This is an optimization exercise on Yosys and OpenROAD, whose aim is small area, not a production implementation. Function was checked by simulation only, so behaviour that the tests miss may differ from the original. The clock cells of runs 6 and 7 come from the design's own scripts or RTL, not from TritonCTS. No driver is modelled on the clock port, so clock power and skew are understated where the tree is cut down; a real chip needs a root buffer or a tree. Power and IR drop assume default switching activity.

--- flow/config.mk ---
export PLATFORM = sky130hd
export DESIGN_NAME = pong
export DESIGN_NICKNAME = pong
export VERILOG_FILES = /design/flow/design.v
export SDC_FILE = /design/flow/constraint.sdc
export NUM_CORES = 4
export LEC_CHECK = 0
export CAP_MARGIN = 20
export CORE_MARGIN = 2
export CORE_UTILIZATION = 40
export SLEW_MARGIN = 20
--- flow/constraint.sdc ---
create_clock -name core_clock -period 12.0 [get_ports {pclk}]
set_input_delay 2.4000 -clock core_clock [delete_from_list [all_inputs] [get_ports {pclk}]]
set_output_delay 2.4000 -clock core_clock [all_outputs]
set_load 0.01 [all_outputs]
--- flow/design.v ---
`timescale 1ns / 1ps
module pong(btns, auto, background, pclk, rst, hsync, vsync, red, green, blue);
    input wire pclk;
    input wire rst;
    input wire auto, background;
    input wire[3:0] btns;
    output wire hsync, vsync;
    output wire[4:0] red, blue;
    output wire[5:0] green;
    reg [10:0] q;
    reg [2:0]  m;
    reg [9:0]  hcount, vcount;
    reg [8:0]  pad1, pad2;       
    reg [9:0]  ball_x;           
    reg [7:0]  ball_yh;          
    reg        vel_x, vel_y;     
    genvar i;
    wire m0   = ~|m;
    wire qz   = ~|q;
    wire step = qz & m0;                                            
    wire cnt2 = qz & m[1] & ~m[0];                                  
    wire wrap = q[10] & q[9] & q[6] & q[5] & q[2] & q[1] & m[0];    
    wire [11:0] qc;
    wire [10:0] qn;
    assign qc[0] = m[2];
    generate for (i = 0; i < 11; i = i + 1) begin : g_q
        assign qn[i] = q[i] ^ qc[i];
        assign qc[i+1] = q[i] & qc[i];
    end endgenerate
    always @(posedge pclk) begin
        if (rst | wrap) begin
            q <= 0;
            m <= 0;
        end else begin
            m <= {m[1] & m[0], m[1] ^ m[0], ~m[0] & ~m[2]};
            q <= qn;
        end
    end
    wire hend = hcount[9] & hcount[8] & (&hcount[4:0]);    
    wire vend = vcount[9] & vcount[3];                     
    wire [10:0] hc, vc;
    wire [9:0] hn, vn;
    assign hc[0] = m0;
    assign vc[0] = m0 & hend;
    generate for (i = 0; i < 10; i = i + 1) begin : g_hv
        assign hn[i] = hcount[i] ^ hc[i];
        assign hc[i+1] = hcount[i] & hc[i];
        assign vn[i] = vcount[i] ^ vc[i];
        assign vc[i+1] = vcount[i] & vc[i];
    end endgenerate
    always @(posedge pclk) begin
        if (rst | (m0 & hend))
            hcount <= 0;
        else
            hcount <= hn;
        if (rst | (m0 & hend & vend))
            vcount <= 0;
        else
            vcount <= vn;
    end
    wire zone1 = ~vel_x & ~ball_x[9] & ~ball_x[8] & ~ball_x[7] & ~ball_x[6] &
                 ~ball_x[3] & ~ball_x[2] & ~ball_x[1] & ball_x[0];        
    wire zone2 = vel_x & ball_x[9] & ball_x[6] & (&ball_x[3:0]);          
    wire zone  = zone1 | zone2;
    wire [8:0] pg = vel_x ? pad2 : pad1;
    wire [7:0] e;
    wire [8:0] eb;
    assign eb[0] = 1'b0;
    generate for (i = 0; i < 8; i = i + 1) begin : g_e
        assign e[i] = ball_yh[i] ^ pg[i+1] ^ eb[i];
        assign eb[i+1] = (~ball_yh[i] & pg[i+1]) | (~(ball_yh[i] ^ pg[i+1]) & eb[i]);
    end endgenerate
    wire hit = ((&e[7:4]) & (|e[3:1])) |                                
               (~|e[7:4] & (~(&e[3:0]) | pg[0]));                       
    wire restore = zone & ~hit & cnt2;
    wire wall = (~vel_y & ~|ball_yh) | (vel_y & (&ball_yh[7:5]) & (&ball_yh[3:1]));
    wire init = rst | restore;
    wire p1_top = pad1[8] & pad1[7] & pad1[6] & pad1[0];                
    wire p1_bot = ~pad1[8] & ~pad1[7] & ~pad1[6] & ~pad1[5] & ~pad1[0];  
    wire p2_top = pad2[8] & pad2[7] & pad2[6] & (pad2[1] | pad2[0]);    
    wire p2_bot = ~pad2[8] & ~pad2[7] & ~pad2[6] & ~pad2[5] & ~pad2[0];  
    wire p1_up = btns[0] & ~p1_top;
    wire p1_dn = btns[1] & ~p1_bot;
    wire p2_up = btns[2] & ~p2_top;
    wire p2_dn = btns[3] & ~p2_bot;
    wire [9:0] p1t, p2t;
    wire [8:0] p1n, p2n;
    assign p1t[0] = step & (p1_up | p1_dn);
    assign p2t[0] = step & (p2_up | p2_dn);
    generate for (i = 0; i < 9; i = i + 1) begin : g_p
        assign p1n[i] = pad1[i] ^ p1t[i];
        assign p1t[i+1] = p1t[i] & ~(pad1[i] ^ p1_up);
        assign p2n[i] = pad2[i] ^ p2t[i];
        assign p2t[i+1] = p2t[i] & ~(pad2[i] ^ p2_up);
    end endgenerate
    wire [10:0] bxt;
    wire [9:0] bxn;
    assign bxt[0] = step;
    generate for (i = 0; i < 10; i = i + 1) begin : g_bx
        assign bxn[i] = ball_x[i] ^ bxt[i];
        assign bxt[i+1] = bxt[i] & ~(ball_x[i] ^ vel_x);
    end endgenerate
    wire [8:0] byt;
    wire [7:0] byn;
    assign byt[0] = step;
    generate for (i = 0; i < 8; i = i + 1) begin : g_by
        assign byn[i] = ball_yh[i] ^ byt[i];
        assign byt[i+1] = byt[i] & ~(ball_yh[i] ^ vel_y);
    end endgenerate
    wire y_lo = ~|ball_yh[7:4];                          
    wire y_hi = (&ball_yh[7:5]) & (|ball_yh[4:1]);       
    wire [7:0] p2_auto = y_lo ? 8'd16 : y_hi ? 8'd225 : ball_yh;
    always @(posedge pclk) begin
        if (init) begin
            pad1    <= 9'd230;
            pad2    <= 9'd230;
            ball_x  <= 10'd316;
            ball_yh <= 8'd105;
            vel_x   <= 1'b0;
            vel_y   <= 1'b1;
        end else begin
            if (zone & hit) vel_x <= ~vel_x;
            if (wall) vel_y <= ~vel_y;
            pad1    <= p1n;
            pad2    <= (step & auto) ? {p2_auto, 1'b0} : p2n;
            ball_x  <= bxn;
            ball_yh <= byn;
        end
    end
    assign hsync = hcount[9] | hcount[8] | hcount[7] | (hcount[6] & hcount[5]);    
    assign vsync = |vcount[9:1];                                                      
    wire v_in = (|vcount[9:5] | (&vcount[4:0])) & ~(&vcount[8:0]) & ~vcount[9];     
    wire h_in = (hcount >= 10'd144) && (hcount < 10'd784);
    wire vis  = v_in & h_in;
    wire pcol = ((hcount >= 10'd185) && (hcount <= 10'd193)) || ((hcount >= 10'd735) && (hcount <= 10'd743));
    wire [8:0] pd = hcount[9] ? pad2 : pad1;
    wire [9:0] d, pdx;
    wire [10:0] db;
    assign pdx = {1'b0, pd};
    assign db[0] = 1'b0;
    generate for (i = 0; i < 10; i = i + 1) begin : g_d
        assign d[i] = vcount[i] ^ pdx[i] ^ db[i];
        assign db[i+1] = (~vcount[i] & pdx[i]) | (~(vcount[i] ^ pdx[i]) & db[i]);
    end endgenerate
    wire pad = pcol & ~|d[9:6] & (|d[5:1]) & ~(&d[5:2] & (d[1] | d[0]));
    wire [9:0] f;
    wire [10:0] fb;
    assign fb[0] = 1'b0;
    generate for (i = 0; i < 10; i = i + 1) begin : g_f
        assign f[i] = hcount[i] ^ ball_x[i] ^ fb[i];
        assign fb[i+1] = (~hcount[i] & ball_x[i]) | (~(hcount[i] ^ ball_x[i]) & fb[i]);
    end endgenerate
    wire bxon = (f[9:3] == 7'b0010010) & (|f[2:0]) & ~(f[2] & f[1]);
    wire [8:0] g, yx;
    wire [9:0] gb;
    assign yx = {1'b0, ball_yh};
    assign gb[0] = 1'b0;
    generate for (i = 0; i < 9; i = i + 1) begin : g_g
        assign g[i] = vcount[i+1] ^ yx[i] ^ gb[i];
        assign gb[i+1] = (~vcount[i+1] & yx[i]) | (~(vcount[i+1] ^ yx[i]) & gb[i]);
    end endgenerate
    wire byon = (g[8:2] == 7'b0000100) & (~g[1] | (~g[0] & ~vcount[0]));
    wire ball = bxon & byon;
    assign red   = {5{pad}};
    assign green = {6{vis & ball & ~pad}};
    assign blue  = {5{vis & ~ball & ~pad}};
endmodule
--- flow/flow/run.sh ---
#!/bin/bash
# Own layout flow: ORFS with an area-oriented synthesis (see synth.tcl), small
# port buffers and a clock tree of small buffers without dummy loads.
set -euo pipefail
cd "$(dirname "$0")/.."
W=$(pwd)
export MY_ABC_SCRIPT=$W/flow/abc.scr
make -C "$FLOW_HOME" DESIGN_CONFIG=$W/config.mk WORK_HOME=$W/orfs CLKGATE_MAP_FILE= \
  SYNTH_SCRIPT=$W/flow/synth.tcl ADDER_MAP_FILE= \
  "CTS_ARGS=-sink_clustering_enable -repair_clock_nets -dont_use_dummy_load -sink_clustering_size 30 -sink_clustering_max_diameter 200 -buf_list {sky130_fd_sc_hd__clkbuf_4} -root_buf sky130_fd_sc_hd__clkbuf_4" \
  "BUFFER_PORTS_ARGS=-buffer_cell sky130_fd_sc_hd__buf_1" \
  finish > $W/make.log 2>&1
R=$W/orfs/results/sky130hd/pong/base
: # left out here: write the final layout as DEF
--- flow/flow/abc.scr ---
strash
&get -n
&deepsyn -T 30
&put
dch -f
amap
--- flow/flow/synth.tcl ---
# The standard flow's synthesis (synth_recipe.tcl) with two changes: no full/half-adder
# extraction (ADDER_MAP_FILE is cleared by run.sh) and an area-oriented ABC
# script in place of ORFS's. Registers are untouched by both.
proc synth {args} { yosys synth -nofsm -noshare {*}$args }
proc abc {args} {
  set i [lsearch -exact $args "-script"]
  if {$i >= 0 && [info exists ::env(MY_ABC_SCRIPT)]} { lset args [expr {$i+1}] $::env(MY_ABC_SCRIPT) }
  yosys abc {*}$args
}
source $::env(SCRIPTS_DIR)/synth.tcl
# left out here: clear keep_hierarchy, flatten, clean up, hide names made inside functions, write 1_2_yosys.v
--- flow/standard.sh ---
#!/bin/bash
# synth_recipe.tcl (not shown) runs the flow's synth.tcl, then flattens the netlist and writes it again
# the make line also repeats each setting of config.mk as NAME=value (left out here)
make -C /OpenROAD-flow-scripts/flow DESIGN_CONFIG=/design/flow/config.mk WORK_HOME=/design/flow/orfs CLKGATE_MAP_FILE= SYNTH_SCRIPT=/design/flow/synth_recipe.tcl "${@:-finish}"
==> results_dict.tcl, run 1 <==
set metrics [dict create \
    outcome "no timing/DRC/antenna violations" \
    diodes 0 \
    r2r_setup_slack_ps 5780 \
    clkLatencyLatePin_ps 430 \
    fin_setup_tns_ps 0 \
    nNetsFinal 679 \
    initial_antenna_violation_count 0 \
    synth-adder-area-share 0 \
    setup_slack_ps 5160 \
    grt_util_all_layers 0.209 \
    grt_max_degree 17 \
    gp_congestion 0.847 \
    final.period_utilization 0.570 \
    htree_levels 3 \
    hold_path_depth 1 \
    place_hpwl_um 9010 \
    clock_tree.buffer_depth 2 \
    synthXorXnorAreaFrac 0.00201 \
    remaining_drc_errors 0 \
    postSynth.topFlopCell "dfxtp_1" \
    placement_rows 38 \
    total_number_of_vias 4524 \
    synthTopCellsByArea "dfxtp_1, nor2_1, clkinv_1" \
    final_layout_size_suffix_gt1_frac 0.0179 \
    syn-instance-count 647 \
    die_h_um 108 \
    post-synth-top-count-cell "nor2_1" \
    peakVddDrop_mv 0.0790 \
    cp-endpoint "blue[4]" \
    synth_area_in_compound_gates 0.305 \
    clkSinkCount 72 \
    cp_max_fo 14 \
    timing.fmax_mhz 146 \
    crit_path_start_kind "flip-flop" \
    reg2reg_from "vel_x" \
    max_slew_margin 0.398 \
    die-width_um 108 \
    grt_setup_unrepaired "no" \
    finalSetupViolCount 0 \
    yosysWarningCount 1 \
    post_synth_and_or_nand_nor_area_fraction 0.258 \
    crit_path_end_kind "output pin" \
    synth_cell_types 40 \
    synth_top_family_by_area "compound AO/OA/AOI/OAI gates" \
    clock-root-buffer "clkbuf_4" \
    ys_seq_elements 72 \
    synthToLayoutAreaGrowth_pct 5.74 \
    async_reset_ff_frac 0 \
    netlist.area_leader.share 0.331 \
    critical_path.startpoint "hcount[9]" \
    die_area_sq_um 11800 \
    final.hold.worst_slack_ps 480 \
    pwr_density_cell_nw_per_um2 109 \
    totalWireLength_um 11600 \
    number_of_flops_mapped_to_enable_cells_by_yosys 0 \
    timing.critical_path.required_ps 9600 \
    tightestPinTransition_ps 891 \
    gr-usage-met1 0.281 \
    fin_skew_ps 29.2 \
    dp.cells 800 \
    detail_route.wl_per_cell_um 14.4 \
    final.min_clock_period_ps 6840 \
    cts-buffers-inserted 9 \
    io_pins 26 \
    worst-setup-path-type "reg -> out" \
    postCtsHoldBufs 0 \
    hold_viol 0 \
    cell_taking_the_most_area_after_synthesis "dfxtp_1" \
    cts_tree "built" \
    met2_usage 0.337 \
    min_path_type "reg -> reg" \
    timing.max_cap.violations 0 \
    use_met3 0.0265 \
    clk_pin_slew_ps 120 \
    first_iter_violations 216 \
    synth.avg_cell_area_sq_um 6.74 \
    synth.cells.most_frequent "nor2_1, clkinv_1, dfxtp_1" \
    post_synth_instance_area_sq_um 4360 \
    pre_cts_ws_ps 5660 \
    ys_seq_area_frac 0.331 \
    core_area_sq_um 10700 \
    timing.critical_path.arrival_ps 4440 \
    dr.pass1.iters 5 \
    global_route_wire_length_before_repair_um 19300 \
    overflow_left_after_global_routing 0 \
    number_of_global_route_vias_before_repair 4062 \
    synthMuxAreaShare 0 \
    critical_path.reg2reg.endpoint "pad2[3]" \
    worst-r2r-cell-count 27 \
    gr-max-usage-layer "met2" \
    post_cts_buffers 0 \
    total_leakage_power_nw 1.52 \
    floorplan.initialDensity 0.406 \
    cts-resized-gates 0 \
    numPortBuffers 24 \
    final-max-slew-violation-count 0 \
    instances_no_fill 809 \
    ant_nets 0 \
    routed_via_density 5.59 \
]
## registers in the layout, indices dropped and copies added (netlist names)
signal / flops
ball_x: 10
ball_yh: 8
hcount: 10
m: 3
pad1: 9
pad2: 9
q: 11
vcount: 10
vel_x: 1
vel_y: 1
## report_power, final
| group | switching [W] | leakage (nW) | internal (W) | total, W |
|---|---|---|---|---|
| combinational | 0.0000747 | 0.895 | 0.0000412 | 0.000116 |
| sequential | 0.0000194 | 0.585 | 0.000253 | 0.000273 |
| clock | 0.0000783 | 0.0414 | 0.0000349 | 0.000113 |
## critical path, cell delays in order (launching register included)
cell and delay [ps]:
dfxtp_1 700, clkinv_1 550, o22ai_1 490, nand2_1 130
a2111o_1 410, or4_1 490, nor4_1 730, or4b_1 260
nor2_1 90, buf_1 160
## logic make-up after synthesis
group,after synthesis
and+or+nand+nor,261
xor gates and xnor gates,1
AOI/OAI and AO/OA,205
buffers and inverters,108
DFF,72
## worst min path at each step
stage	startpoint	endpoint	slack, ps
floorplan	m[2]	m[0]	420
global placement	m[2]	m[0]	440
detailed placement	m[2]	m[0]	460
CTS	m[2]	m[0]	480
global route	m[2]	m[0]	510
finish	m[2]	m[0]	480
## area by class of cell
cell class	instances	area, sq um
tap	140	175
clock buffer	9	67.6
sequential	72	1440
fill	1154	6130
multi-input combinational	467	2460
inverter	94	353
timing repair buffer	27	113
## through the flow
step	util	power, W	instance area [sq um]
final	0.429	0.000502	4610
after global routing	0.429	0.000538	4610
after CTS	0.429	0.000505	4610
after detailed placement	0.423	0.000391	4540
after global placement	0.423	0.000389	4540
after floorplan	-	0.000360	4360
## cell usage in the layout, fill, tap and decap left out, types with 2 or more instances in the layout
cell,n
dfxtp_1,72
nor2_1,142
and3_1,3
nand4_1,3
o32ai_1,2
or2_0,2
a22oi_1,6
clkinv_1,94
nor4_1,6
nor3_1,39
and2_0,2
o221ai_1,13
o22ai_1,28
or3_1,4
nor2b_1,4
a21oi_1,43
buf_4,3
a211oi_1,17
o22a_1,3
a221oi_1,6
o32a_1,2
or4_1,7
a41oi_1,2
o211ai_1,10
a31oi_1,6
nand3_1,2
o21a_1,10
clkbuf_4,9
nand2_1,46
o41ai_1,3
o21ai_0,45
buf_1,24
## routing by layer
layer,share of wire,up-vias
li1,-,2362
met1,0.48,2035
met2,0.46,109
met3,0.042,18
met4,0.018,0
met5,0,-
==> run 2: changes to the inputs <==
==> flow/flow/run.sh (replaced) <==
#!/bin/bash
# Own layout flow: ORFS with an area-oriented synthesis (see synth.tcl), small
# port buffers and a clock tree of small buffers without dummy loads.
set -euo pipefail
cd "$(dirname "$0")/.."
W=$(pwd)
export MY_ABC_SCRIPT=$W/flow/abc.scr
make -C "$FLOW_HOME" DESIGN_CONFIG=$W/config.mk WORK_HOME=$W/orfs CLKGATE_MAP_FILE= \
  SYNTH_SCRIPT=$W/flow/synth.tcl ADDER_MAP_FILE= \
  "CTS_ARGS=-sink_clustering_enable -repair_clock_nets -dont_use_dummy_load -sink_clustering_size 80 -sink_clustering_max_diameter 500 -buf_list {sky130_fd_sc_hd__clkbuf_16} -root_buf sky130_fd_sc_hd__clkbuf_16" \
  "BUFFER_PORTS_ARGS=-buffer_cell sky130_fd_sc_hd__buf_1" \
  finish > $W/make.log 2>&1
R=$W/orfs/results/sky130hd/pong/base
: # left out here: write the final layout as DEF
==> run 2 against run 1 <==
Against the previous run: global-route usage rose by 0.050 points; synthesized area unchanged; still clean on timing, DRC and antenna; worst setup slack better by 110 ps; critical path depth is the same; sequential share of layout area decreased by 1.0 points; sequential power hardly changed.
==> results_dict.tcl, run 2 <==
set metrics [dict create \
    crit_path_end_kind "output pin" \
    nNetsFinal 679 \
    final_layout_size_suffix_gt1_frac 0.0179 \
    hold_viol 0 \
    outcome "no timing/DRC/antenna violations" \
    peakVddDrop_mv 0.0691 \
    post-synth-top-count-cell "nor2_1" \
    pwr_density_cell_nw_per_um2 128 \
    combinationalPowerShare 0.191 \
    min_path_type "reg -> reg" \
    largest_register_ffs 11 \
    synthToLayoutAreaGrowth_pct 9.35 \
    htree_levels 3 \
    cts-resized-gates 0 \
    p_seq_frac 0.447 \
    global_route_wire_length_before_repair_um 19300 \
    postSynth.topFlopCell "dfxtp_1" \
    worst-setup-path-type "reg -> out" \
    postCtsHoldBufs 0 \
    first_iter_violations 231 \
    diodes 0 \
    timing.max_cap.violations 0 \
    fin_skew_ps 12.3 \
    total_power_w 0.000611 \
    total_number_of_vias 4538 \
    r2r_setup_slack_ps 5780 \
    pre_cts_ws_ps 5660 \
    post_cts_buffers 0 \
    finalSetupViolCount 0 \
    post_synth_instance_area_sq_um 4360 \
    gr-max-usage-layer "met2" \
    numPortBuffers 24 \
    worst-r2r-cell-count 27 \
    met2_usage 0.340 \
    final.period_utilization 0.561 \
    timing.fmax_mhz 149 \
    die_area_sq_um 11800 \
    synth.cells.most_frequent "nor2_1, clkinv_1, dfxtp_1" \
    ys_seq_area_frac 0.331 \
    overflow_left_after_global_routing 0 \
    async_reset_ff_frac 0 \
    dr.pass1.iters 5 \
    setup_slack_ps 5270 \
    placement_rows 38 \
    clkLatencyLatePin_ps 340 \
    die-width_um 108 \
    clock_tree.buffer_depth 2 \
    synth.avg_cell_area_sq_um 6.74 \
    internal_power_w 0.000426 \
    synth_cell_types 40 \
    gr-usage-met1 0.276 \
    die_h_um 108 \
    io_pins 26 \
    power.switching_fraction 0.303 \
    power.switching_w 0.000185 \
    clock-root-buffer "clkbuf_16" \
    number_of_flops_mapped_to_enable_cells_by_yosys 0 \
    hold_path_depth 1 \
    final.hold.worst_slack_ps 470 \
    top_register "q" \
    final_common_cell "nor2_1" \
    grt_util_all_layers 0.209 \
    clkSinkCount 72 \
    hold_path_startpoint "m[2]" \
    final-max-slew-violation-count 0 \
    core_area_sq_um 10700 \
    cts_tree "built" \
    grt_max_degree 17 \
    clk_pin_slew_ps 60 \
    floorplan.initialDensity 0.406 \
    place_hpwl_um 9010 \
    ys_seq_elements 72 \
    initial_antenna_violation_count 0 \
    cts-buffers-inserted 9 \
    power_frac_clock 0.362 \
    instances_no_fill 809 \
    layout.cells.most_common_list "nor2_1, clkinv_1, dfxtp_1, nand2_1, o21ai_0" \
    cp_max_fo 14 \
    synthTopCellsByArea "dfxtp_1, nor2_1, clkinv_1" \
    tightestPinTransition_ps 882 \
    max_slew_margin 0.404 \
    fin_setup_tns_ps 0 \
    gp_congestion 0.847 \
    routed_via_density 5.61 \
    totalWireLength_um 11600 \
    detail_route.wl_per_cell_um 14.4 \
    remaining_drc_errors 0 \
    total_leakage_power_nw 1.59 \
    netlist.area_leader.share 0.331 \
    ant_nets 0 \
    final.min_clock_period_ps 6730 \
    yosysWarningCount 1 \
    cell_taking_the_most_area_after_synthesis "dfxtp_1" \
    use_met3 0.0368 \
    critical_path.reg2reg.endpoint "pad2[4]" \
    timing.critical_path.arrival_ps 4330 \
    dp.cells 800 \
    syn-instance-count 647 \
    number_of_global_route_vias_before_repair 4076 \
    crit_path_start_kind "flip-flop" \
    timing.critical_path.required_ps 9600 \
    reg2reg_from "vel_x" \
    hold_path_end "m[0]" \
    grt_setup_unrepaired "no" \
]
run 2: logic make-up (layout without fill, tap and decap cells):
family,after synthesis,count (layout),synth area share
flip-flops,72,72,0.331
buffers and inverters,108,130,0.105
XOR/XNOR,1,1,0.00201
AO/OA/AOI/OAI,205,205,0.305
AND/OR/NAND/NOR,261,261,0.258
run 2: how the worst max path moves through the flow:
stage,from,end,slack [ps]
floorplan,hcount[9],green[1],6530
finish,hcount[9],blue[4],5270
CTS,hcount[9],blue[4],5280
detailed placement,hcount[9],blue[4],5660
global placement,hcount[9],blue[1],5740
global route,hcount[9],blue[0],4930
run 2: layout make-up:
| class | instances | area [sq um] |
|---|---|---|
| tap | 140 | 175 |
| inverter | 94 | 353 |
| multi-input combinational | 467 | 2460 |
| sequential | 72 | 1440 |
| timing repair buffer | 27 | 113 |
| fill | 1136 | 5980 |
| clock buffer | 9 | 225 |
run 2: metal layers:
metal | routed length, um | share of wire | up-vias
met5 | 0 | 0 | -
met2 | 5360 | 0.46 | 98
met3 | 421 | 0.036 | 20
li1 | - | - | 2365
met1 | 5620 | 0.48 | 2055
met4 | 235 | 0.020 | 0
run 2: power by group through the flow:
stage | logic [W] | registers [W] | clock network (W)
3_3_place_gp | 0.000112 | 0.000278 | 0
6_report | 0.000117 | 0.000273 | 0.000221
3_5_place_dp | 0.000113 | 0.000278 | 0
4_1_cts | 0.000115 | 0.000273 | 0.000227
5_1_grt | 0.000134 | 0.000275 | 0.000239
2_1_floorplan | 0.0000873 | 0.000272 | 0
run 2: per-stage QoR:
| step | utilization | cell area [sq um] |
|---|---|---|
| global route | 0.444 | 4770 |
| floorplan | - | 4360 |
| detailed placement | 0.423 | 4540 |
| finish | 0.444 | 4770 |
| global placement | 0.423 | 4540 |
| CTS | 0.444 | 4770 |
run 2: critical path: stages, from the launching register on:
cell      delay [ps]
dfxtp_1          680
clkinv_1         560
o22ai_1          480
nand2_1          130
a2111o_1         410
or4_1            490
nor4_1           730
or4b_1           250
nor2_1            90
buf_1            170
==> run 3: changes to the inputs <==
==> flow/flow/run.sh (replaced) <==
#!/bin/bash
# Own layout flow: ORFS with an area-oriented synthesis (see synth.tcl), small
# port buffers and a clock tree of small buffers without dummy loads.
set -euo pipefail
cd "$(dirname "$0")/.."
W=$(pwd)
export MY_ABC_SCRIPT=$W/flow/abc.scr
make -C "$FLOW_HOME" DESIGN_CONFIG=$W/config.mk WORK_HOME=$W/orfs CLKGATE_MAP_FILE= \
  SYNTH_SCRIPT=$W/flow/synth.tcl ADDER_MAP_FILE= \
  "CTS_ARGS=-sink_clustering_enable -repair_clock_nets -dont_use_dummy_load -buf_list {sky130_fd_sc_hd__clkbuf_2} -root_buf sky130_fd_sc_hd__clkbuf_8" \
  "BUFFER_PORTS_ARGS=-buffer_cell sky130_fd_sc_hd__buf_1" \
  finish > $W/make.log 2>&1
R=$W/orfs/results/sky130hd/pong/base
: # left out here: write the final layout as DEF
--- a/flow/config.mk
+++ b/flow/config.mk
@@ -7,5 +7,6 @@
 export LEC_CHECK = 0
 export CAP_MARGIN = 20
 export CORE_MARGIN = 2
-export CORE_UTILIZATION = 40
+export CORE_UTILIZATION = 65
+export PLACE_DENSITY = 0.8
 export SLEW_MARGIN = 20
==> run 3 against run 2 <==
Against the previous run: sequential power about the same; hold slack worse by 18 ps; critical path depth up 3; count of clock-buffer cells in the layout unchanged; clock skew up 14 ps; non-clock buffer count unchanged; wire length down 2.4%; power down 12%; cell count down 7.8%; largest power group unchanged.
==> results_dict.tcl, run 3 <==
set metrics [dict create \
    outcome "no timing/DRC/antenna violations" \
    die_h_um 85.9 \
    detail_route.wl_per_cell_um 15.2 \
    final_layout_size_suffix_gt1_frac 0.0179 \
    syn-instance-count 647 \
    timing.critical_path.arrival_ps 4430 \
    placement_rows 29 \
    synth_cell_types 40 \
    hold_path_depth 1 \
    post_cts_buffers 0 \
    synthToLayoutAreaGrowth_pct 5.22 \
    reg2reg_from "vel_x" \
    worst-r2r-cell-count 28 \
    fin_skew_ps 25.8 \
    routed_via_density 6.32 \
    critical_path.reg2reg.endpoint "pad2[3]" \
    final.min_clock_period_ps 6830 \
    p_seq_frac 0.507 \
    grt_util_all_layers 0.323 \
    timing.max_cap.violations 0 \
    overflow_left_after_global_routing 0 \
    layout.cells.most_common_list "nor2_1, clkinv_1, dfxtp_1, nand2_1, o21ai_0" \
    tightestPinTransition_ps 888 \
    grt_setup_unrepaired "no" \
    core_area_sq_um 6420 \
    remaining_drc_errors 0 \
    synth.avg_cell_area_sq_um 6.74 \
    worst-setup-path-type "reg -> out" \
    maximum_cell_stage_delay_along_the_critical_path_ps 730 \
    hold_path_startpoint "m[2]" \
    min_path_type "reg -> reg" \
    final-max-slew-violation-count 0 \
    grt_max_degree 17 \
    number_of_flops_mapped_to_enable_cells_by_yosys 0 \
    power.switching_fraction 0.327 \
    die_area_sq_um 7380 \
    combinationalPowerShare 0.218 \
    io_pins 26 \
    netlist.area_leader.share 0.331 \
    cp_max_fo 14 \
    cts-resized-gates 0 \
    postCtsHoldBufs 0 \
    fin_setup_tns_ps 0 \
    clock-root-buffer "clkbuf_8" \
    clk_pin_slew_ps 70 \
    ys_seq_elements 72 \
    ys_seq_area_frac 0.331 \
    finish.utilization 0.714 \
    fillerInstances 567 \
    gp_congestion 0.917 \
    final.period_utilization 0.569 \
    max_slew_margin 0.400 \
    critical_path.slowest_cell "dfxtp_1" \
    cts-buffers-inserted 9 \
    total_number_of_vias 4713 \
    pwr_density_cell_nw_per_um2 117 \
    postSynth.topFlopCell "dfxtp_1" \
    ant_nets 0 \
    floorplan.initialDensity 0.679 \
    power.switching_w 0.000176 \
    initial_antenna_violation_count 0 \
    hold_path_end "m[0]" \
    total_leakage_power_nw 1.55 \
    path_cells "clkinv_1 > o22ai_1 > clkinv_1 > a22oi_1 > nor2_1 > nor4_1 > o21ai_0 > a21oi_1 > nor4_1 > or4b_1 > nor2b_1 > buf_1" \
    place_hpwl_um 8780 \
    largest_register_ffs 11 \
    clock_tree.buffer_depth 2 \
    internal_power_w 0.000362 \
    cell_taking_the_most_area_after_synthesis "dfxtp_1" \
    number_of_global_route_vias_before_repair 4076 \
    htree_levels 3 \
    cts_tree "built" \
    clkSinkCount 72 \
    clkLatencyLatePin_ps 350 \
    finalSetupViolCount 0 \
    synthTopCellsByArea "dfxtp_1, nor2_1, clkinv_1" \
    async_reset_ff_frac 0 \
    totalWireLength_um 11400 \
    global_route_wire_length_before_repair_um 19100 \
    nNetsFinal 679 \
    final_common_cell "nor2_1" \
    first_iter_violations 381 \
    post-synth-top-count-cell "nor2_1" \
    crit_path_start_kind "flip-flop" \
    die-width_um 85.9 \
    power_frac_clock 0.275 \
    timing.fmax_mhz 146 \
    r2r_setup_slack_ps 5750 \
    dr.pass1.iters 7 \
    hold_viol 0 \
    timing.critical_path.required_ps 9600 \
    synth.cells.most_frequent "nor2_1, clkinv_1, dfxtp_1" \
    crit_path_end_kind "output pin" \
    post_synth_instance_area_sq_um 4360 \
    yosysWarningCount 1 \
    numPortBuffers 24 \
    top_register "q" \
    peakVddDrop_mv 0.0859 \
    diodes 0 \
]
-- run 3: cell counts after synthesis --
No cell type changed its count.
-- run 3: critical path, delay by kind of cell, from the launching register on --
kind / cells / cell delay, ps
compound gates: 4 / 1080
buf+inv: 3 / 960
flops: 1 / 730
simple gates: 5 / 1280
-- run 3: worst max-delay path by stage --
stage	cells past startpoint	startpoint	end	slack, ps
finish	12	hcount[9]	green[2]	5170
global route	12	hcount[9]	green[2]	4760
CTS	9	hcount[9]	blue[1]	5250
detailed placement	9	hcount[9]	blue[1]	5610
global placement	9	hcount[9]	blue[0]	5690
floorplan	12	hcount[9]	green[1]	6530
-- run 3: cell families after synthesis --
family,Yosys count,share of synthesized area
buf+inv,108,0.105
compound gates,205,0.305
simple gates,261,0.258
xor+xnor,1,0.00201
flops,72,0.331
-- run 3: power by group through the flow --
stage,Combinational (W),Sequential [W],Clock (W)
floorplan,0.0000873,0.000272,0
global placement,0.000110,0.000277,0
global route,0.000133,0.000275,0.000161
detailed placement,0.000114,0.000278,0
finish,0.000117,0.000273,0.000148
CTS,0.000115,0.000272,0.000149
-- run 3: cell type report --
| class | instances | area [sq um] | area share |
|---|---|---|---|
| Inverter | 94 | 353 | 0.0769 |
| Sequential cell | 72 | 1440 | 0.314 |
| Multi-Input combinational cell | 467 | 2460 | 0.536 |
| Clock buffer | 9 | 124 | 0.0270 |
| Tap cell | 77 | 96.3 | 0.0210 |
| Timing Repair Buffer | 27 | 113 | 0.0245 |
-- run 3: stage by stage --
| step | power (W) | area [sq um] | std cells | setup slack (ps) | hold slack [ps] |
|---|---|---|---|---|---|
| global route | 0.000568 | 4590 | 746 | 4760 | 494 |
| floorplan | 0.000360 | 4360 | 647 | 6530 | 418 |
| detailed placement | 0.000392 | 4460 | 737 | 5610 | 442 |
| finish | 0.000537 | 4590 | 746 | 5170 | 452 |
| CTS | 0.000536 | 4590 | 746 | 5250 | 453 |
| global placement | 0.000386 | 4460 | 737 | 5690 | 437 |
-- run 3: layer usage --
metal / wire length (um) / global-route usage / vias up
li1: - / - / 2359
met1: 5100 / 0.444 / 2143
met2: 5190 / 0.516 / 185
met3: 834 / 0.0674 / 26
met4: 230 / 0.0851 / 0
met5: 0 / 0 / -
==> run 4: changes to the inputs <==
--- a/flow/flow/run.sh
+++ b/flow/flow/run.sh
@@ -7,7 +7,7 @@
 export MY_ABC_SCRIPT=$W/flow/abc.scr
 make -C "$FLOW_HOME" DESIGN_CONFIG=$W/config.mk WORK_HOME=$W/orfs CLKGATE_MAP_FILE= \
   SYNTH_SCRIPT=$W/flow/synth.tcl ADDER_MAP_FILE= \
-  "CTS_ARGS=-sink_clustering_enable -repair_clock_nets -dont_use_dummy_load -buf_list {sky130_fd_sc_hd__clkbuf_2} -root_buf sky130_fd_sc_hd__clkbuf_8" \
+  "CTS_ARGS=-sink_clustering_enable -repair_clock_nets -dont_use_dummy_load -buf_list {sky130_fd_sc_hd__clkbuf_4 sky130_fd_sc_hd__clkbuf_8} -root_buf sky130_fd_sc_hd__clkbuf_8" \
   "BUFFER_PORTS_ARGS=-buffer_cell sky130_fd_sc_hd__buf_1" \
   finish > $W/make.log 2>&1
 R=$W/orfs/results/sky130hd/pong/base
--- a/flow/config.mk
+++ b/flow/config.mk
@@ -7,6 +7,5 @@
 export LEC_CHECK = 0
 export CAP_MARGIN = 20
 export CORE_MARGIN = 2
-export CORE_UTILIZATION = 65
-export PLACE_DENSITY = 0.8
+export CORE_UTILIZATION = 40
 export SLEW_MARGIN = 20
==> run 4 against run 3 <==
Against the previous run: core utilization shrank 28 points; clock skew shrank 7.8 ps; still clean; cell count grew 8.4%; largest power group unchanged; cell area grew 1.7%; worst setup slack gained 71 ps; fmax grew 1.1%; sequential power is essentially flat; critical endpoint is now blue[4]; clock power is essentially flat.
==> results_dict.tcl, run 4 <==
set metrics [dict create \
    postCtsHoldBufs 0 \
    clock-root-buffer "clkbuf_8" \
    top_register "q" \
    remaining_drc_errors 0 \
    post_synth_instance_area_sq_um 4360 \
    place_hpwl_um 9010 \
    numPortBuffers 24 \
    finalSetupViolCount 0 \
    number_of_flops_mapped_to_enable_cells_by_yosys 0 \
    ant_nets 0 \
    hold_viol 0 \
    finish.utilization 0.434 \
    pwr_density_cell_nw_per_um2 115 \
    total_leakage_power_nw 1.55 \
    clk_pin_slew_ps 80 \
    final_design_area_no_fill_sq_um 4670 \
    htree_levels 3 \
    ys_seq_area_frac 0.331 \
    clock_tree.buffer_depth 2 \
    routed_via_density 5.63 \
    crit_path_start_kind "flip-flop" \
    postSynth.topFlopCell "dfxtp_1" \
    synth.avg_cell_area_sq_um 6.74 \
    peakVddDrop_mv 0.0843 \
    yosysWarningCount 1 \
    synth_cell_types 40 \
    gp_congestion 0.847 \
    synthToLayoutAreaGrowth_pct 7.03 \
    final_layout_size_suffix_gt1_frac 0.0179 \
    overflow_left_after_global_routing 0 \
    cts-buffers-inserted 9 \
    total_number_of_vias 4552 \
    layout.cells.most_common_list "nor2_1, clkinv_1, dfxtp_1, nand2_1, o21ai_0" \
    tightestPinTransition_ps 887 \
    grt_util_all_layers 0.209 \
    outcome "no timing/DRC/antenna violations" \
    synth.cells.most_frequent "nor2_1, clkinv_1, dfxtp_1" \
    netlist.area_leader.share 0.331 \
    final-max-slew-violation-count 0 \
    number_of_global_route_vias_before_repair 4066 \
    diodes 0 \
    global_route_wire_length_before_repair_um 19300 \
    nNetsFinal 679 \
    core_area_sq_um 10700 \
    ys_seq_elements 72 \
    timing.max_cap.violations 0 \
    worst-setup-path-type "reg -> out" \
    final.hold.worst_slack_ps 474 \
    hold_path_depth 1 \
    final.period_utilization 0.563 \
    die_area_sq_um 11800 \
    min_path_type "reg -> reg" \
    largest_register_ffs 11 \
    first_iter_violations 224 \
    cell_taking_the_most_area_after_synthesis "dfxtp_1" \
    final_common_cell "nor2_1" \
    io_pins 26 \
    final.min_clock_period_ps 6750 \
    timing.critical_path.required_ps 9600 \
    max_slew_margin 0.401 \
    cp_max_fo 14 \
    post-synth-top-count-cell "nor2_1" \
    clkSinkCount 72 \
    timing.fmax_mhz 148 \
    placed_area_sq_um 4540 \
    worst-r2r-cell-count 27 \
    placement_rows 38 \
    die-width_um 108 \
    syn-instance-count 647 \
    dr.pass1.iters 6 \
    clkLatencyLatePin_ps 360 \
    totalWireLength_um 11600 \
    fin_skew_ps 18.0 \
    initial_antenna_violation_count 0 \
    crit_path_end_kind "output pin" \
    timing.critical_path.arrival_ps 4350 \
    floorplan.initialDensity 0.406 \
    die_h_um 108 \
    detail_route.wl_per_cell_um 14.4 \
    post_cts_buffers 0 \
    cts_tree "built" \
    async_reset_ff_frac 0 \
    synthTopCellsByArea "dfxtp_1, nor2_1, clkinv_1" \
    grt_max_degree 17 \
    cts-resized-gates 0 \
    grt_setup_unrepaired "no" \
    fin_setup_tns_ps 0 \
]
## run 4: cell counts after synthesis
Identical to the previous run, type by type.
## run 4: through the flow
stage               power [W]  cells  setup slack, ps
finish               0.000539    809             5250
global route         0.000574    809             4900
CTS                  0.000542    809             5250
detailed placement   0.000391    800             5660
global placement     0.000389    800             5740
floorplan            0.000360    647             6530
## run 4: power by group
group	internal [W]	total (W)	switching [W]	leakage [nW]
Clock	0.0000669	0.000150	0.0000832	0.0647
Combinational	0.0000412	0.000116	0.0000746	0.895
Sequential	0.000253	0.000273	0.0000193	0.585
## run 4: critical path: stages, from the launching register on
cell	delay, ps
dfxtp_1	690
clkinv_1	550
o22ai_1	480
nand2_1	130
a2111o_1	410
or4_1	490
nor4_1	730
or4b_1	260
nor2_1	90
buf_1	160
## run 4: final timing paths
kind	start	to	slack [ps]
worst max-delay path	hcount[9]	blue[4]	5250
worst min-delay path	m[2]	m[0]	470
worst max register to register	vel_x	pad2[4]	5800
worst min register to register	m[2]	m[0]	470
## run 4: cell families (layout without fill, tap and decap cells)
group           Yosys count  count (layout)  synth area share
compound gates          205             205             0.305
xor+xnor                  1               1           0.00201
buf+inv                 108             130             0.105
flops                    72              72             0.331
simple gates            261             261             0.258
## run 4: layer usage
metal | up-vias | GRT usage | wire, um
li1 | 2366 | - | -
met1 | 2061 | 0.279 | 5540
met2 | 112 | 0.338 | 5390
met3 | 13 | 0.0374 | 514
met4 | 0 | 0.0733 | 174
met5 | - | 0 | 0
## run 4: final cells by class
cell class	instances	area, sq um
fillers	1148	6080
inverters	94	353
repair buffers	27	113
clock buffers	9	124
well taps	140	175
multi-input cells	467	2460
flip-flops and latches	72	1440
==> run 5: changes to the inputs <==
==> flow/flow/run.sh (replaced) <==
#!/bin/bash
# Own layout flow: ORFS with an area-oriented synthesis (see synth.tcl), small
# port buffers, no timing-driven buffering in placement, and a small
# hand-built two-level clock tree (cts_hook.tcl) in place of TritonCTS.
set -euo pipefail
cd "$(dirname "$0")/.."
W=$(pwd)
export MY_ABC_SCRIPT=$W/flow/abc.scr
make -C "$FLOW_HOME" DESIGN_CONFIG=$W/config.mk WORK_HOME=$W/orfs CLKGATE_MAP_FILE= \
  SYNTH_SCRIPT=$W/flow/synth.tcl ADDER_MAP_FILE= \
  REMOVE_ABC_BUFFERS=1 GPL_TIMING_DRIVEN=0 \
  PRE_CTS_TCL=$W/flow/cts_hook.tcl \
  "BUFFER_PORTS_ARGS=-buffer_cell sky130_fd_sc_hd__buf_1" \
  finish > $W/make.log 2>&1
R=$W/orfs/results/sky130hd/pong/base
: # left out here: write the final layout as DEF
==> flow/flow/clock_tree.tcl (new file) <==
# Clock tree built by hand: the flip-flops are split into CLK_K groups by
# position (k-means); each group gets one leaf buffer at its centre, and one
# root buffer drives the leaf buffers. 
proc build_clock_tree {K leaf_cell root_cell} {
  set block [ord::get_db_block]
  set dbu [$block getDefUnits]
  set net [$block findNet pclk]
  set pins {}
  set xs {}
  set ys {}
  foreach it [$net getITerms] {
    set inst [$it getInst]
    set loc [$inst getLocation]
    lappend pins "[$inst getName]/[[$it getMTerm] getName]"
    lappend xs [expr {[lindex $loc 0] / double($dbu)}]
    lappend ys [expr {[lindex $loc 1] / double($dbu)}]
  }
  set n [llength $pins]
  # initial centres: spread along sorted x
  set order [lsort -real -indices $xs]
  set cx {}; set cy {}
  for {set k 0} {$k < $K} {incr k} {
    set i [lindex $order [expr {int(($k + 0.5) * $n / $K)}]]
    lappend cx [lindex $xs $i]; lappend cy [lindex $ys $i]
  }
  for {set iter 0} {$iter < 50} {incr iter} {
    # capacity-limited assignment: nearest centre with room left, pins taken
    # in order of how much they prefer their best centre
    set cap [expr {int(ceil(double($n) / $K))}]
    set cnt {}
    for {set k 0} {$k < $K} {incr k} { lappend cnt 0 }
    set asg {}
    set pref {}
    for {set i 0} {$i < $n} {incr i} {
      lappend asg -1
      set ds {}
      for {set k 0} {$k < $K} {incr k} {
        lappend ds [expr {abs([lindex $xs $i] - [lindex $cx $k]) + abs([lindex $ys $i] - [lindex $cy $k])}]
      }
      set srt [lsort -real $ds]
      lappend pref [list $i [expr {[lindex $srt end] - [lindex $srt 0]}] $ds]
    }
    foreach e [lsort -real -decreasing -index 1 $pref] {
      set i [lindex $e 0]; set ds [lindex $e 2]
      foreach k [lsort -real -indices $ds] {
        if {[lindex $cnt $k] < $cap} { lset asg $i $k; lset cnt $k [expr {[lindex $cnt $k] + 1}]; break }
      }
    }
    for {set k 0} {$k < $K} {incr k} {
      set sx 0; set sy 0; set c 0
      for {set i 0} {$i < $n} {incr i} {
        if {[lindex $asg $i] == $k} { set sx [expr {$sx + [lindex $xs $i]}]; set sy [expr {$sy + [lindex $ys $i]}]; incr c }
      }
      if {$c > 0} { lset cx $k [expr {$sx / $c}]; lset cy $k [expr {$sy / $c}] }
    }
  }
  set rx 0; set ry 0
  for {set k 0} {$k < $K} {incr k} {
    set pl {}
    for {set i 0} {$i < $n} {incr i} {
      if {[lindex $asg $i] == $k} { lappend pl [get_pins [lindex $pins $i]] }
    }
    puts "clock leaf $k: [llength $pl] sinks at [lindex $cx $k] [lindex $cy $k]"
    insert_buffer -buffer_cell $leaf_cell -net pclk -load_pins $pl -location [list [lindex $cx $k] [lindex $cy $k]] -buffer_name clkleaf_$k -net_name clknet_leaf_$k
    set rx [expr {$rx + [lindex $cx $k] / $K}]; set ry [expr {$ry + [lindex $cy $k] / $K}]
  }
  insert_buffer -buffer_cell $root_cell -net pclk -location [list $rx $ry] -buffer_name clkroot -net_name clknet_root
  foreach nn [$block getNets] {
    if {[string match "clknet_*" [$nn getName]] || [$nn getName] == "pclk"} { $nn setSigType CLOCK }
  }
  set_propagated_clock [all_clocks]
}
==> flow/flow/cts_eval.tcl (new file) <==
# Run by cts_hook.tcl in a separate OpenROAD: builds one candidate clock tree
# on the placed design and prints the worst flip-flop clock-pin slew.
read_lef $::env(TECH_LEF)
read_lef $::env(SC_LEF)
foreach lib $::env(LIB_FILES) { read_liberty $lib }
read_db $::env(RESULTS_DIR)/3_place.odb
read_sdc $::env(RESULTS_DIR)/3_place.sdc
source $::env(PLATFORM_DIR)/setRC.tcl
source $::env(CLK_TREE_TCL)
build_clock_tree $::env(CLK_K) $::env(CLK_LEAF) $::env(CLK_ROOT)
detailed_placement
estimate_parasitics -placement
set worst 0
foreach p [get_pins -of_objects [get_cells -filter "is_sequential"] -filter "name == CLK"] {
  set s [get_property $p slew_max]
  if {$s > $worst} { set worst $s }
}
puts "CTS_EVAL_SLEW $worst"
==> flow/flow/cts_hook.tcl (new file) <==
# PRE_CTS_TCL hook: replaces TritonCTS with a small two-level clock tree
# (clock_tree.tcl). Candidates are tried in order of buffer area, each in a
# separate OpenROAD on the placed design; the first whose worst estimated
# flip-flop clock-pin slew is at most 105 ps is built here.
set dir [file dirname [info script]]
source $dir/clock_tree.tcl
set ::env(CLK_TREE_TCL) $dir/clock_tree.tcl
set cands {
  {4 sky130_fd_sc_hd__clkbuf_8 sky130_fd_sc_hd__clkbuf_8}
  {8 sky130_fd_sc_hd__clkbuf_4 sky130_fd_sc_hd__clkbuf_8}
  {9 sky130_fd_sc_hd__clkbuf_4 sky130_fd_sc_hd__clkbuf_8}
  {5 sky130_fd_sc_hd__clkbuf_8 sky130_fd_sc_hd__clkbuf_8}
  {10 sky130_fd_sc_hd__clkbuf_4 sky130_fd_sc_hd__clkbuf_8}
  {6 sky130_fd_sc_hd__clkbuf_8 sky130_fd_sc_hd__clkbuf_8}
  {12 sky130_fd_sc_hd__clkbuf_4 sky130_fd_sc_hd__clkbuf_8}
  {8 sky130_fd_sc_hd__clkbuf_8 sky130_fd_sc_hd__clkbuf_8}
}
set chosen [lindex $cands end]
foreach c $cands {
  set ::env(CLK_K) [lindex $c 0]
  set ::env(CLK_LEAF) [lindex $c 1]
  set ::env(CLK_ROOT) [lindex $c 2]
  set out [exec openroad -no_init -exit $dir/cts_eval.tcl 2>@1]
  set slew 1
  regexp {CTS_EVAL_SLEW ([0-9.eE+-]+)} $out -> slew
  puts "clock tree candidate $c: worst slew $slew"
  if {$slew <= 0.105e-9 || ($slew < 1e-3 && $slew <= 0.105)} { set chosen $c; break }
}
puts "clock tree chosen: $chosen"
build_clock_tree {*}$chosen
proc clock_tree_synthesis {args} { puts "clock_tree_synthesis skipped: clock tree built by cts_hook.tcl" }
==> run 5 against run 4 <==
Against the previous run: synthesized cell count did not move; the run now fails in clock tree synthesis (4_1_cts); synthesized area did not move.
==> results_dict.tcl, run 5 <==
set metrics [dict create \
    outcome "stopped before the end" \
    lastStage "clock tree synthesis (4_1_cts)" \
    first_err "Error: cts.tcl, 6 OpenROAD e136b9c9734c" \
    synth.cells.most_frequent "nor2_1, clkinv_1, dfxtp_1" \
    number_of_flops_mapped_to_enable_cells_by_yosys 0 \
    cell_taking_the_most_area_after_synthesis "dfxtp_1" \
    synth_area_in_compound_gates 0.305 \
    synth.avg_cell_area_sq_um 6.74 \
    post_synth_instance_area_sq_um 4360 \
    gp_congestion 0.893 \
    syn-instance-count 647 \
    ys_seq_area_frac 0.331 \
    post_synth_and_or_nand_nor_area_fraction 0.258 \
    postSynth.topFlopCell "dfxtp_1" \
    netlist.area_leader.share 0.331 \
    pre_cts_ws_ps 5660 \
    place_hpwl_um 9110 \
    numPortBuffers 24 \
    synth_top_family_by_area "compound AO/OA/AOI/OAI gates" \
    floorplan.initialDensity 0.406 \
    die_h_um 108 \
    die-width_um 108 \
    synthMuxAreaShare 0 \
    post-synth-top-count-cell "nor2_1" \
    synthTopCellsByArea "dfxtp_1, nor2_1, clkinv_1" \
    ys_seq_elements 72 \
    yosysWarningCount 1 \
    synth_cell_types 40 \
    synthXorXnorAreaFrac 0.00201 \
    async_reset_ff_frac 0 \
    placement_rows 38 \
    io_pins 26 \
    synth-adder-area-share 0 \
]
-- run 5: cell counts after synthesis --
No cell type changed its count.
-- run 5: worst max-delay path by stage --
stage               startpoint        to  slack, ps  depth (start not counted)
floorplan            hcount[9]  green[0]       5510                          8
global placement         vel_x   pad2[4]       4420                         27
detailed placement       vel_x   pad2[4]       5660                         28
-- run 5: logic make-up after synthesis --
group | after synthesis
xor gates and xnor gates | 1
AOI/OAI and AO/OA | 205
and+or+nand+nor | 261
buffers and inverters | 108
DFF | 72
-- run 5: power groups by stage --
stage	clock network [W]	registers (W)	logic, W
3_5_place_dp	0	0.000278	0.000115
3_3_place_gp	0	0.000278	0.000111
2_1_floorplan	0	0.000272	0.0000873
-- run 5: stage by stage --
stage,utilization,instance area [sq um],hold slack [ps],std cells
floorplan,-,4260,418,633
detailed placement,0.422,4540,445,798
global placement,0.421,4520,440,797
==> run 6: changes to the inputs <==
--- a/flow/flow/cts_eval.tcl
+++ b/flow/flow/cts_eval.tcl
@@ -11,7 +11,7 @@
 detailed_placement
 estimate_parasitics -placement
 set worst 0
-foreach p [get_pins -of_objects [get_cells -filter "is_sequential"] -filter "name == CLK"] {
+foreach p [get_pins -of_objects [get_cells -filter "ref_name =~ sky130_fd_sc_hd__df*"] -filter "name == CLK"] {
   set s [get_property $p slew_max]
   if {$s > $worst} { set worst $s }
 }
--- a/flow/flow/cts_hook.tcl
+++ b/flow/flow/cts_hook.tcl
@@ -20,7 +20,7 @@
   set ::env(CLK_K) [lindex $c 0]
   set ::env(CLK_LEAF) [lindex $c 1]
   set ::env(CLK_ROOT) [lindex $c 2]
-  set out [exec openroad -no_init -exit $dir/cts_eval.tcl 2>@1]
+  if {[catch {exec openroad -no_init -exit $dir/cts_eval.tcl 2>@1} out]} { puts "clock tree candidate $c failed: $out" }
   set slew 1
   regexp {CTS_EVAL_SLEW ([0-9.eE+-]+)} $out -> slew
   puts "clock tree candidate $c: worst slew $slew"
==> run 6 against run 5 <==
Against the previous run: the run now finishes clean; synthesized area unchanged; synthesized cell count unchanged.
==> results_dict.tcl, run 6 <==
set metrics [dict create \
    finish.utilization 0.434 \
    largest_register_ffs 11 \
    critical_path.reg2reg.endpoint "pad2[3]" \
    netlist.area_leader.share 0.331 \
    ant_nets 0 \
    dr.pass1.iters 7 \
    first_iter_violations 232 \
    overflow_left_after_global_routing 0 \
    cp_max_fo 14 \
    numPortBuffers 24 \
    die_h_um 108 \
    cell_taking_the_most_area_after_synthesis "dfxtp_1" \
    syn-instance-count 647 \
    timing.critical_path.arrival_ps 4330 \
    yosysWarningCount 1 \
    finalSetupViolCount 0 \
    total_power_w 0.000543 \
    post_synth_and_or_nand_nor_area_fraction 0.258 \
    number_of_global_route_vias_before_repair 3936 \
    final.min_clock_period_ps 6730 \
    hold_path_depth 1 \
    final-seq-area_sq_um 1440 \
    critical_path.startpoint "hcount[9]" \
    min_path_type "reg -> reg" \
    outcome "no timing/DRC/antenna violations" \
    io_pins 26 \
    postCtsHoldBufs 0 \
    final_layout_size_suffix_gt1_frac 0.0165 \
    r2r_setup_slack_ps 5500 \
    path_cells "clkinv_1 > o22ai_1 > nand2_1 > a2111o_1 > or4_1 > nor4_1 > or4b_1 > nor2_1 > buf_1" \
    grt_util_all_layers 0.199 \
    timing.critical_path.required_ps 9600 \
    initial_antenna_violation_count 0 \
    grt_max_degree 17 \
    reg2reg_from "vel_x" \
    ys_seq_elements 72 \
    placement_rows 38 \
    synth_cell_types 40 \
    clk_pin_slew_ps 70 \
    routed_via_density 5.54 \
    detail_route.wl_per_cell_um 14.5 \
    number_of_flops_mapped_to_enable_cells_by_yosys 0 \
    fillerInstances 1131 \
    global_route_wire_length_before_repair_um 19200 \
    synthXorXnorAreaFrac 0.00201 \
    diodes 0 \
    dp.cells 798 \
    floorplan.initialDensity 0.406 \
    grt_setup_unrepaired "no" \
    post_synth_instance_area_sq_um 4360 \
    synthTopCellsByArea "dfxtp_1, nor2_1, clkinv_1" \
    cts-resized-gates 0 \
    worst-setup-path-type "reg -> out" \
    timing.fmax_mhz 149 \
    layout.cells.most_common_list "nor2_1, clkinv_1, dfxtp_1, nand2_1, o21ai_0" \
    gp_congestion 0.893 \
    fin_skew_ps 12.0 \
    critical_path.slowest_cell "nor4_1" \
    final.period_utilization 0.561 \
    fin_setup_tns_ps 0 \
    totalWireLength_um 11700 \
    multi_input_comb_area_sq_um 2470 \
    postSynth.topFlopCell "dfxtp_1" \
    async_reset_ff_frac 0 \
    clkLatencyLatePin_ps 370 \
    synth-adder-area-share 0 \
    pwr_density_cell_nw_per_um2 117 \
    final_common_cell "nor2_1" \
    die_area_sq_um 11800 \
    timing.max_cap.violations 0 \
    post-synth-top-count-cell "nor2_1" \
    cp-endpoint "blue[4]" \
    instances_no_fill 807 \
    final_design_area_no_fill_sq_um 4660 \
    total_leakage_power_nw 1.54 \
    tightestPinTransition_ps 1040 \
    synthMuxAreaShare 0 \
    place_hpwl_um 9110 \
    crit_path_end_kind "output pin" \
    max_slew_margin 0.301 \
    nNetsFinal 677 \
    peakVddDrop_mv 0.0685 \
    synth_area_in_compound_gates 0.305 \
    final-max-slew-violation-count 0 \
    placed_area_sq_um 4540 \
    synthToLayoutAreaGrowth_pct 6.92 \
    die-width_um 108 \
    top_register "q" \
    ys_seq_area_frac 0.331 \
    post_cts_buffers 0 \
    crit_path_start_kind "flip-flop" \
    worst-r2r-cell-count 28 \
    remaining_drc_errors 0 \
    maximum_cell_stage_delay_along_the_critical_path_ps 700 \
    synth.avg_cell_area_sq_um 6.74 \
    synth_top_family_by_area "compound AO/OA/AOI/OAI gates" \
    total_number_of_vias 4472 \
    hold_viol 0 \
    core_area_sq_um 10700 \
    synth.cells.most_frequent "nor2_1, clkinv_1, dfxtp_1" \
]
[run 6: area by class of cell, without the clock buffers]
class	instances	area share
multi-input combinational	467	0.529
inverter	94	0.0757
tap	140	0.0376
sequential	72	0.309
timing repair buffer	25	0.0217
[run 6: routing by layer]
metal,GRT usage,wire (um),part of all wire
met5,0,0,0
met4,0.0467,246,0.021
met3,0.0151,498,0.043
met2,0.329,5350,0.46
met1,0.281,5620,0.48
[run 6: worst max-delay path, delay by kind of cell, from the launching register on]
kind	cells	cell delay, ps
flops	1	680
buf+inv	2	760
compound gates	2	880
simple gates	5	1640
[run 6: where the power goes]
part,switching (W),leakage [nW],internal (W)
combinational,0.0000763,0.887,0.0000405
sequential,0.0000200,0.585,0.000253
clock,0.0000860,0.0647,0.0000669
total,0.000182,1.54,0.000361
[run 6: worst min path at each step]
stage | from | endpoint | slack [ps]
2_1_floorplan | m[2] | m[0] | 420
3_3_place_gp | m[2] | m[0] | 440
3_5_place_dp | m[2] | m[0] | 440
4_1_cts | m[2] | m[0] | 450
5_1_grt | m[2] | m[0] | 480
6_report | m[2] | m[0] | 440
[run 6: kinds of logic after synthesis]
| kind of cell | Yosys count |
|---|---|
| AO/OA/AOI/OAI | 205 |
| AND/OR/NAND/NOR | 261 |
| XOR/XNOR | 1 |
| buffers and inverters | 108 |
| flip-flops | 72 |
[run 6: per-stage QoR]
| stage | setup WS, ps | hold slack, ps |
|---|---|---|
| final | 5270 | 439 |
| after global routing | 4870 | 479 |
| after CTS | 5270 | 445 |
| after detailed placement | 5660 | 445 |
| after global placement | 4420 | 440 |
| after floorplan | 5510 | 418 |
==> run 7: changes to the inputs <==
--- a/flow/design.v
+++ b/flow/design.v
@@ -120,7 +120,7 @@
             vel_y   <= 1'b1;
         end else begin
             if (zone & hit) vel_x <= ~vel_x;
-            if (wall) vel_y <= ~vel_y;
+            if (wall & ~zone) vel_y <= ~vel_y;
             pad1    <= p1n;
             pad2    <= (step & auto) ? {p2_auto, 1'b0} : p2n;
             ball_x  <= bxn;
--- a/flow/flow/cts_hook.tcl
+++ b/flow/flow/cts_hook.tcl
@@ -24,7 +24,7 @@
   set slew 1
   regexp {CTS_EVAL_SLEW ([0-9.eE+-]+)} $out -> slew
   puts "clock tree candidate $c: worst slew $slew"
-  if {$slew <= 0.105e-9 || ($slew < 1e-3 && $slew <= 0.105)} { set chosen $c; break }
+  if {$slew <= 0.105} { set chosen $c; break }
 }
 puts "clock tree chosen: $chosen"
 build_clock_tree {*}$chosen
--- a/flow/config.mk
+++ b/flow/config.mk
@@ -7,5 +7,6 @@
 export LEC_CHECK = 0
 export CAP_MARGIN = 20
 export CORE_MARGIN = 2
-export CORE_UTILIZATION = 40
+export CORE_UTILIZATION = 70
+export PLACE_DENSITY = 0.8
 export SLEW_MARGIN = 20
==> run 7 against run 6 <==
Against the previous run: still clean; sequential share of layout area up 0.77 points; worst setup slack worse by 420 ps; die area down 41%; hold slack better by 45 ps; wire length grew 1.6%; cell area shrank 2.4%; cell count shrank 8.1%; core utilization up 33 points; global-route usage grew 13 points; critical path depth rose by 3.
==> results_dict.tcl, run 7 <==
set metrics [dict create \
    async_reset_ff_frac 0 \
    cp_max_fo 16 \
    hold_path_depth 2 \
    gp_congestion 0.928 \
    routed_via_density 6.65 \
    clkLatencyLatePin_ps 380 \
    number_of_flops_mapped_to_enable_cells_by_yosys 0 \
    timing.fmax_mhz 140 \
    remaining_drc_errors 0 \
    grt_max_degree 17 \
    postCtsHoldBufs 0 \
    die_h_um 83.1 \
    setup_slack_ps 4850 \
    combinationalPowerShare 0.233 \
    final.min_clock_period_ps 7150 \
    io_pins 26 \
    peakVddDrop_mv 0.0981 \
    hold_path_startpoint "m[1]" \
    ys_seq_elements 72 \
    number_of_global_route_vias_before_repair 4518 \
    worst-setup-path-type "reg -> out" \
    die_area_sq_um 6910 \
    post_synth_instance_area_sq_um 4380 \
    synth.avg_cell_area_sq_um 6.78 \
    timing.critical_path.arrival_ps 4750 \
    placement_rows 28 \
    cell_taking_the_most_area_after_synthesis "dfxtp_1" \
    place_hpwl_um 8870 \
    totalWireLength_um 11900 \
    grt_setup_unrepaired "no" \
    floorplan.initialDensity 0.732 \
    timing.critical_path.required_ps 9600 \
    cts-resized-gates 0 \
    critical_path.slowest_cell "dfxtp_1" \
    fin_setup_tns_ps 0 \
    global_route_wire_length_before_repair_um 19700 \
    power.switching_w 0.000178 \
    core_area_sq_um 5990 \
    synth_cell_types 39 \
    tightestPinTransition_ps 1080 \
    finalSetupViolCount 0 \
    initial_antenna_violation_count 0 \
    power.switching_fraction 0.345 \
    post_cts_buffers 0 \
    dr.pass1.iters 5 \
    pwr_density_cell_nw_per_um2 113 \
    fin_skew_ps 26.9 \
    critical_path.reg2reg.endpoint "pad2[4]" \
    fillerInstances 496 \
    hold_viol 0 \
    multi_input_comb_area_sq_um 2480 \
    nNetsFinal 677 \
    final_common_cell "nor2_1" \
    hold_path_end "m[2]" \
    r2r_setup_slack_ps 5450 \
    postSynth.topFlopCell "dfxtp_1" \
    detail_route.wl_per_cell_um 16.0 \
    yosysWarningCount 1 \
    final-max-slew-violation-count 0 \
    final_layout_size_suffix_gt1_frac 0.0165 \
    maximum_cell_stage_delay_along_the_critical_path_ps 770 \
    ant_nets 0 \
    diodes 0 \
    top_register "q" \
    first_iter_violations 383 \
    die-width_um 83.1 \
    crit_path_end_kind "output pin" \
    syn-instance-count 647 \
    ys_seq_area_frac 0.329 \
    pre_cts_ws_ps 5410 \
    numPortBuffers 24 \
    timing.max_cap.violations 0 \
    total_leakage_power_nw 1.49 \
    synthToLayoutAreaGrowth_pct 3.74 \
    synth.cells.most_frequent "nor2_1, clkinv_1, dfxtp_1" \
    overflow_left_after_global_routing 0 \
    power_frac_clock 0.234 \
    post-synth-top-count-cell "nor2_1" \
    reg2reg_from "vel_x" \
    grt_util_all_layers 0.330 \
    synthTopCellsByArea "dfxtp_1, nor2_1, clkinv_1" \
    layout.cells.most_common_list "nor2_1, clkinv_1, dfxtp_1, o21ai_0, nor3_1" \
    largest_register_ffs 11 \
    total_number_of_vias 4937 \
    netlist.area_leader.share 0.329 \
    clk_pin_slew_ps 80 \
    min_path_type "reg -> reg" \
    outcome "no timing/DRC/antenna violations" \
    final-seq-area_sq_um 1440 \
    internal_power_w 0.000337 \
    worst-r2r-cell-count 26 \
    max_slew_margin 0.271 \
    p_seq_frac 0.533 \
    crit_path_start_kind "flip-flop" \
    final.period_utilization 0.596 \
    finish.utilization 0.759 \
    path_cells "clkinv_1 > o22ai_1 > nor2_1 > a21oi_1 > clkinv_1 > o32ai_1 > nor2_1 > nor4_1 > clkinv_1 > o311ai_0 > nor2_1 > buf_1" \
    final.hold.worst_slack_ps 484 \
]
-- run 7: power by group through the flow --
stage | Combinational [W] | Clock, W | Sequential, W
after detailed placement | 0.000115 | 0 | 0.000278
after floorplan | 0.0000894 | 0 | 0.000273
after global placement | 0.000109 | 0 | 0.000277
after CTS | 0.000116 | 0.000121 | 0.000273
final | 0.000120 | 0.000120 | 0.000274
after global routing | 0.000134 | 0.000130 | 0.000276
-- run 7: cell families (layout without fill, tap and decap cells) --
group | count (synthesis) | in the layout | share of synthesized area
flip-flops | 72 | 72 | 0.329
AND/OR/NAND/NOR | 256 | 256 | 0.251
buffers and inverters | 109 | 129 | 0.105
AO/OA/AOI/OAI | 210 | 210 | 0.314
-- run 7: area by class of cell, without the clock buffers --
| cell class | instances | share of cell area |
|---|---|---|
| inverters | 95 | 0.0784 |
| multi-input cells | 466 | 0.546 |
| flip-flops and latches | 72 | 0.317 |
| well taps | 75 | 0.0206 |
| repair buffers | 24 | 0.0198 |
-- run 7: per-stage QoR --
| stage | area, sq um | total power [W] | instances |
|---|---|---|---|
| floorplan | 4280 | 0.000362 | 633 |
| finish | 4550 | 0.000514 | 742 |
| global route | 4550 | 0.000540 | 742 |
| global placement | 4460 | 0.000386 | 732 |
| CTS | 4550 | 0.000510 | 742 |
| detailed placement | 4470 | 0.000394 | 732 |
-- run 7: per-layer routing --
layer / up-vias / share of wire / GRT usage
li1: 2381 / - / -
met1: 2235 / 0.42 / 0.440
met2: 279 / 0.48 / 0.565
met3: 42 / 0.085 / 0.0328
met4: 0 / 0.024 / 0.104
met5: - / 0 / 0
-- run 7: worst max path at each step --
stage | startpoint | endpoint | slack (ps) | depth (start not counted)
after global placement | vel_x | pad2[4] | 5360 | 26
after floorplan | hcount[9] | green[0] | 5210 | 9
after global routing | hcount[9] | green[4] | 4600 | 12
after detailed placement | hcount[9] | green[1] | 5410 | 12
after CTS | hcount[9] | green[1] | 5000 | 12
final | hcount[9] | green[4] | 4850 | 12
-- run 7: worst max-delay path, delay by kind of cell, from the launching register on --
kind | cells | cell delay [ps]
AO/OA/AOI/OAI | 4 | 1370
buffers and inverters | 4 | 1070
flip-flops | 1 | 770
AND/OR/NAND/NOR | 4 | 1160

## separate check: timing with driven ports
How much do the figures lean on ideal ports? The routed layouts below were timed once more, with nothing changed but the port constraints.
Step 1 assumes that a clkbuf_16 drives the clock port and a buf_2 every other input.
Step 2 moves the port delays by t, midway between the first and last clock arrival at a register: inputs arrive t later, outputs are due t later. That takes back most of the time a late clock gives input paths.
Slacks: ideal ports / drivers / drivers and shift; pairs: ideal ports / drivers.
run | t, ns | setup slack, ns | clock arrival spread, ns
run 1 | 0.451 | 5.158 / 5.128 / 5.578 | 0.029 / 0.029
run 2 | 0.368 | 5.270 / 5.233 / 5.601 | 0.012 / 0.012
run 3 | 0.367 | 5.174 / 5.145 / 5.512 | 0.026 / 0.026
run 4 | 0.389 | 5.245 / 5.212 / 5.601 | 0.018 / 0.018
run 6 | 0.395 | 5.270 / 5.240 / 5.501 | 0.012 / 0.012
run 7 | 0.392 | 4.849 / 4.820 / 5.212 | 0.027 / 0.026
After both steps every run listed still meets setup and hold.
